This is an optimization exercise on Yosys and OpenROAD, whose aim is small area, a short achievable clock period and few clock cycles per item, not a production implementation. The RTL was checked by simulation tests, not by an equivalence proof against the original design. Power is estimated from default activity; no workload was simulated.

## build 29
Design cordic, start of the top module:
module cordic(
    input clk,
    input rst,                 
    input start,               
    input signed [7:0] xin,
    input signed [7:0] yin,
    input signed [7:0] angle,
    output reg signed [7:0] sine,
    output reg done
);
Size in the first run: ~340 cells after synthesis, about 32 flip-flops, roughly 36 I/O pins.
export LEC_CHECK = 0
export ABC_CLOCK_PERIOD_IN_PS = 2000
export CAP_MARGIN = 20
export CORE_MARGIN = 2
export CORE_UTILIZATION = 70
export SETUP_SLACK_MARGIN = 0.8
export SLEW_MARGIN = 20
create_clock -name core_clock -period 4.0 [get_ports {clk}]
standard.sh (not shown) runs the stock make flow with config.mk's settings and CLKGATE_MAP_FILE= SYNTH_SCRIPT=/design/flow/synth_recipe.tcl, a recipe that flattens the netlist after the stock synthesis.
==> flow/flow/run.sh <==
#!/bin/bash
# The standard layout, with the port buffers made from buf_2 cells instead of the
# slow delay buffers buffer_ports picks by default.
set -euo pipefail
export BUFFER_PORTS_ARGS="-buffer_cell sky130_fd_sc_hd__buf_2"
bash standard.sh > standard.log 2>&1
Testbench counts of build 29, summed over its fixed seeds: cycles 28,000, items 4,000.
--- input diff build 29..build 75 ---
Settings: ABC_CLOCK_PERIOD_IN_PS removed (was 2000); SETUP_SLACK_MARGIN removed (was 0.8); CORE_UTILIZATION changed from 70 to 40.
==> flow/run.sh (new file) <==
#!/bin/bash
# synth_recipe.tcl (not shown) runs the flow's synth.tcl, then flattens the netlist and writes it again
# the make line also repeats each setting of config.mk as NAME=value (left out here)
make -C /OpenROAD-flow-scripts/flow DESIGN_CONFIG=/design/flow/config.mk WORK_HOME=/design/flow/orfs CLKGATE_MAP_FILE= SYNTH_SCRIPT=/design/flow/synth_recipe.tcl finish
removed: flow/flow/run.sh
removed: flow/standard.sh
## What came out
- Area taken by flip-flops and latches, build 75 and build 29, higher one = build 29.
- Build 29 → build 75: headroom to the max-slew limit saw a decrease; multi-input gate share of the layout cell area saw a decrease; clock network power consumption saw an increase.
- Comparing the two runs side by side, build 75 comes out behind build 29 on final routed wirelength across all metal layers.
- Total global-route track usage: build 75 vs build 29 down 12 points
- Hold slack was lower in the run labelled build 29.
Relative to build 75, the following input files were edited for build 53:
Settings: changing CORE_UTILIZATION from 40 to 70; setting CTS_BUF_LIST to sky130_fd_sc_hd__clkbuf_16 for the first time; setting CTS_CLUSTER_DIAMETER to 200 for the first time; setting SETUP_SLACK_MARGIN to 0.8 for the first time; setting CTS_CLUSTER_SIZE to 50 for the first time.
==> flow/flow/run.sh (new file) <==
#!/bin/bash
# The standard layout, with the port buffers made from buf_2 cells instead of the
# slow delay buffers buffer_ports picks by default.
set -euo pipefail
export BUFFER_PORTS_ARGS="-buffer_cell sky130_fd_sc_hd__buf_2"

bash standard.sh > standard.log 2>&1
==> flow/standard.sh (new file) <==
#!/bin/bash
# synth_recipe.tcl (not shown) runs the flow's synth.tcl, then flattens the netlist and writes it again
# the make line also repeats each setting of config.mk as NAME=value (left out here)
make -C /OpenROAD-flow-scripts/flow DESIGN_CONFIG=/design/flow/config.mk WORK_HOME=/design/flow/orfs CLKGATE_MAP_FILE= SYNTH_SCRIPT=/design/flow/synth_recipe.tcl "${@:-finish}"
removed: flow/run.sh
Summary of build 53 over build 75: proportion of layout cells with a drive suffix above 1 increased by 9.0 points relative to the old numbers; power drawn by the combinational cells has decreased; detail-routed net length per standard cell now larger; count of plain and timing-repair buffers in the layout went down.
Area used by sequential logic in the layout: build 53 higher than build 75
Build 53: first-pass GRT wire length is 1200 um lower than what build 75 reported.
Summary of build 53 over build 75: cell area fell by about 6%; final core area utilization has increased.
Of build 53 and build 75, the run reporting the lower logic depth of the worst setup path including buffers was build 75.
Sequential cell area share ended up 1.3 points higher on build 53 than on build 75.
Build 53 ended up with angle[7] as its timing startpoint of the critical path; build 75 ended up with z[7].
> inputs changed (build 53 -> build 84)
Settings: CTS_CLUSTER_DIAMETER: 200 -> unset; CTS_BUF_LIST: sky130_fd_sc_hd__clkbuf_16 -> unset; SETUP_SLACK_MARGIN: 0.8 -> 1.2; CORE_UTILIZATION: 70 -> 40; CTS_CLUSTER_SIZE: 50 -> unset.
==> flow/run.sh (new file) <==
#!/bin/bash
# synth_recipe.tcl (not shown) runs the flow's synth.tcl, then flattens the netlist and writes it again
# the make line also repeats each setting of config.mk as NAME=value (left out here)
make -C /OpenROAD-flow-scripts/flow DESIGN_CONFIG=/design/flow/config.mk WORK_HOME=/design/flow/orfs CLKGATE_MAP_FILE= SYNTH_SCRIPT=/design/flow/synth_recipe.tcl finish
removed: flow/flow/run.sh
removed: flow/standard.sh
Findings:
- Looking at via count, build 84 sits 161 higher than build 53 does.
- Of the two values seen for critical path launch point, angle[7] was produced by build 53 and x[7] by build 84.
- Compared with build 53, build 84 shows a met2 usage that is 20 points lower.
- Summary of build 84 over build 53: post-synthesis share of cell area spent on and, or, nand and nor gates closely matched the old numbers; final design instance area without fill increased by 20% relative to the old numbers; placement-stage worst setup slack decreased by 410 ps relative to the old numbers.

========
## run A
Starting RTL as in the previous note.
==> flow/config.mk <==
export PLATFORM = sky130hd
export DESIGN_NAME = cordic
export DESIGN_NICKNAME = cordic
export VERILOG_FILES = /design/flow/design.v
export SDC_FILE = /design/flow/constraint.sdc
export NUM_CORES = 4
export LEC_CHECK = 0
export CAP_MARGIN = 20
export CORE_MARGIN = 2
export CORE_UTILIZATION = 70
export SETUP_SLACK_MARGIN = 0.8
export SLEW_MARGIN = 20
==> flow/constraint.sdc <==
create_clock -name core_clock -period 4.0 [get_ports {clk}]
set_input_delay 0.8000 -clock core_clock [delete_from_list [all_inputs] [get_ports {clk}]]
set_output_delay 0.8000 -clock core_clock [all_outputs]
set_load 0.01 [all_outputs]
==> flow/flow/run.sh <==
#!/bin/bash
# The standard layout, with the port buffers made from buf_2 cells instead of the
# slow delay buffers buffer_ports picks by default.
set -euo pipefail
export BUFFER_PORTS_ARGS="-buffer_cell sky130_fd_sc_hd__buf_2"
bash standard.sh > standard.log 2>&1
Run A reached the end of the flow, and the finished layout is clean on the timing, design-rule and antenna checks.
Testbench counts of run A, summed over its fixed seeds: cycles 28,000, items 4,000.
The inputs of run B differ from those of run A as listed below.
Settings: a change of CORE_UTILIZATION from 70 to 40.
==> flow/run.sh (new file) <==
#!/bin/bash
# synth_recipe.tcl (not shown) runs the flow's synth.tcl, then flattens the netlist and writes it again
# the make line also repeats each setting of config.mk as NAME=value (left out here)
make -C /OpenROAD-flow-scripts/flow DESIGN_CONFIG=/design/flow/config.mk WORK_HOME=/design/flow/orfs CLKGATE_MAP_FILE= SYNTH_SCRIPT=/design/flow/synth_recipe.tcl finish
removed: flow/flow/run.sh
removed: flow/standard.sh
Findings:
Between run A and run B, total power per unit cell area is lower for run B, run A comes in above that. Run B vs. run A: routed wire length increased by 4.4% relative to the old numbers; count of non-CTS buffers in the layout increased by 8.3% relative to the old numbers; post-route clock skew increased by 0.0050 ns relative to the old numbers; final non-filler cell total increased by 49 relative to the old numbers. Run B vs. run A: via count now sits lower, cell area after layout now sits higher.
diff inputs: run B => run C
Settings: CORE_UTILIZATION: 40 -> 70.
==> flow/flow/run.sh (new file) <==
#!/bin/bash
# The standard layout, with the port buffers made from buf_2 cells instead of the
# slow delay buffers buffer_ports picks by default.
set -euo pipefail
export BUFFER_PORTS_ARGS="-buffer_cell sky130_fd_sc_hd__buf_2"
export ADDER_MAP_FILE=
bash standard.sh > standard.log 2>&1
==> flow/standard.sh (new file) <==
#!/bin/bash
# synth_recipe.tcl (not shown) runs the flow's synth.tcl, then flattens the netlist and writes it again
# the make line also repeats each setting of config.mk as NAME=value (left out here)
make -C /OpenROAD-flow-scripts/flow DESIGN_CONFIG=/design/flow/config.mk WORK_HOME=/design/flow/orfs CLKGATE_MAP_FILE= SYNTH_SCRIPT=/design/flow/synth_recipe.tcl "${@:-finish}"
removed: flow/run.sh
Notes after the runs:
Diff run B -> run C: met2 routing resource usage after global routing picked up an extra 26 points; core occupancy in the finished layout went up by 32 points; endpoint arrival time on the critical path up 0.75 ns.
Looking at run C and run B, the fraction of power spent switching nets is a wash.
Final cell count down 52 in run C wrt run B
Run B → run C: final cycle utilization of the critical path shows a reduction of 5.6 points; initial antenna violation count stayed essentially flat; iteration count of the initial detailed-routing pass moved up.
Run C against run B; non-clock buffer total of the final layout is down by a few percent.
Run B was larger in final cell area than run C.

========
Setup of lane 1:
Another version of the RTL of cordic (not shown whole).
Size: ~320 cells after synthesis, roughly 32 flip-flops, about 2800 um2 of cells after synthesis.
// cordic
module cordic(
    input clk,
    input rst,                 
    input start,               
    input signed [7:0] xin,
    input signed [7:0] yin,
    input signed [7:0] angle,
    output reg signed [7:0] sine,
    output reg done
);
==> flow/config.mk <==
export PLATFORM = sky130hd
export DESIGN_NAME = cordic
export DESIGN_NICKNAME = cordic
export VERILOG_FILES = /design/flow/design.v
export SDC_FILE = /design/flow/constraint.sdc
export NUM_CORES = 4
export LEC_CHECK = 0
export CAP_MARGIN = 20
export CORE_MARGIN = 2
export CORE_UTILIZATION = 70
export SETUP_SLACK_MARGIN = 1.0
export SLEW_MARGIN = 20
export TNS_END_PERCENT = 5
==> flow/constraint.sdc <==
create_clock -name core_clock -period 4.0 [get_ports {clk}]
set_input_delay 0.8000 -clock core_clock [delete_from_list [all_inputs] [get_ports {clk}]]
set_output_delay 0.8000 -clock core_clock [all_outputs]
set_load 0.01 [all_outputs]
==> flow/flow/run.sh <==
#!/bin/bash
# The standard layout, with the port buffers made from buf_2 cells instead of the
# slow delay buffers buffer_ports picks by default.
set -euo pipefail
export BUFFER_PORTS_ARGS="-buffer_cell sky130_fd_sc_hd__buf_2"

bash standard.sh > standard.log 2>&1
Testbench counts of lane 1, summed over its fixed seeds: cycles 28,000, items 4,000.
Changes in lane 2 relative to lane 1:
--- a/flow/flow/run.sh
+++ b/flow/flow/run.sh
@@ -5,3 +5,3 @@
 export BUFFER_PORTS_ARGS="-buffer_cell sky130_fd_sc_hd__buf_2"
-
+export ADDER_MAP_FILE=
 bash standard.sh > standard.log 2>&1
--- a/flow/config.mk
+++ b/flow/config.mk
@@ -10,4 +10,3 @@
 export CORE_UTILIZATION = 70
-export SETUP_SLACK_MARGIN = 1.0
+export SETUP_SLACK_MARGIN = 0.8
 export SLEW_MARGIN = 20
-export TNS_END_PERCENT = 5
Notes after the runs:
- Lane 2 went all the way through synthesis, placement and routing and the layout is clean on timing, DRC and antenna.
- Between lane 2 and lane 1, it is lane 2 whose share of total power in the clock network is higher, by 0.2 points.
- Compared with lane 1, lane 2 shows via count of the first global-routing pass higher by 245.
- Max non-clock buffer count across lane 1 and lane 2: lane 1
- Delta(sequential element share of the synthesized area, lane 2 - lane 1) < 0
- Library cell contributing the largest single delay on the critical path = sky130_fd_sc_hd__dfxtp_4: lane 1; library cell contributing the largest single delay on the critical path = sky130_fd_sc_hd__mux2i_2: lane 2
- Looking at post-synthesis adder-cell area fraction, lane 2 sits below lane 1.
- Share of the cycle needed by the critical path after routing (lower): lane 1
- Re flip-flop and latch count: no difference whatsoever between lane 1 and lane 2.
Relative to lane 2, the following input files were edited for lane 3:
--- a/flow/flow/run.sh
+++ b/flow/flow/run.sh
@@ -5,3 +5,3 @@
 export BUFFER_PORTS_ARGS="-buffer_cell sky130_fd_sc_hd__buf_2"
-export ADDER_MAP_FILE=
+
 bash standard.sh > standard.log 2>&1
--- a/flow/config.mk
+++ b/flow/config.mk
@@ -10,2 +10,3 @@
 export CORE_UTILIZATION = 70
+export PLACE_DENSITY = 0.85
 export SETUP_SLACK_MARGIN = 0.8
[summary]
Fmax | lane 3 vs lane 2 | lane 3 slower
The portion of total power attributed to the clock network was comparable across lane 2 and lane 3.
Finished layout cell area in lane 3 vs lane 2: down 130 um2
Taking lane 2 as the reference, in lane 3 internal power summed over all cells moved up; final worst-path setup slack went down; combinational gate power higher.
On total I/O pin count, lane 2 and lane 3 are neck and neck.
Diff lane 2 -> lane 3 | final net count | down slightly
The site row count number comes out higher for lane 2 vs lane 3.
diff inputs: lane 3 => lane 4
--- a/flow/config.mk
+++ b/flow/config.mk
@@ -7,7 +7,6 @@
 export LEC_CHECK = 0
-export CAP_MARGIN = 20
+export CAP_MARGIN = 5
 export CORE_MARGIN = 2
 export CORE_UTILIZATION = 70
-export PLACE_DENSITY = 0.85
-export SETUP_SLACK_MARGIN = 0.8
-export SLEW_MARGIN = 20
+export SETUP_SLACK_MARGIN = 1.0
+export SLEW_MARGIN = 5
Findings:
On fraction of power consumed by sequential logic, the higher figure sits with lane 3, not lane 4. Lane 4 vs. lane 3: met2 wire length climbed 4.1%, final cell utilization of the core climbed 2.1 points. Comparing lane 4 and lane 3, the lower relative area change from synthesis to final layout is on lane 3. Lane 4 contains more vias than lane 3. Note that the non-clock buffer count recorded for lane 4 amounts to 1.19 times the value seen in lane 3.

-- what the ideal ports hide --
No port has a modelled driver above. Below, the same layouts with a new extraction and two added sets of constraints. Step 1: set_driving_cell puts a clkbuf_16 on clk and a buf_2 on each other input, an assumption about the parent block. Step 2 also shifts input and output timing later by t, the mid clock arrival at the registers, as if the neighbouring blocks saw the same clock. Three values: no drivers, after step 1, after step 2; two values: the first two.
| run | t, ns | slack for setup (ns) | worst setup path at the end | clock arrival spread, ns | pins driven straight from the clock port |
|---|---|---|---|---|---|
| build 29 | 0.319 | 0.936 / 0.907 / 0.686 | input to register | 0.005 / 0.005 | 1 |
| build 75 | 0.324 | 0.383 / 0.353 / 0.514 | input to register | 0.010 / 0.010 | 1 |
| build 53 | 0.309 | 0.984 / 0.966 / 0.689 | input to register | 0.004 / 0.004 | 1 |
| build 84 | 0.319 | 1.179 / 1.149 / 0.964 | input to register | 0.005 / 0.005 | 1 |
| run A | 0.319 | 0.936 / 0.907 / 0.686 | input to register | 0.005 / 0.005 | 1 |
| run B | 0.323 | 0.717 / 0.688 / 0.643 | input to register | 0.010 / 0.009 | 1 |
| run C | 0.308 | 0.941 / 0.941 / 0.752 | input to register | 0.009 / 0.009 | 1 |
| lane 1 | 0.316 | 1.060 / 1.030 / 0.861 | input to register | 0.004 / 0.005 | 1 |
| lane 2 | 0.314 | 0.977 / 0.981 / 0.674 | input to register | 0.008 / 0.007 | 1 |
| lane 3 | 0.316 | 0.953 / 0.949 / 0.648 | input to register | 0.004 / 0.004 | 1 |
| lane 4 | 0.315 | 1.084 / 1.055 / 0.859 | input to register | 0.005 / 0.004 | 1 |
After both steps setup and hold are still met in every run listed. For lane 3, which loses most, drivers alone change the setup slack by -0.004 ns; drivers and shift together by -0.305 ns.
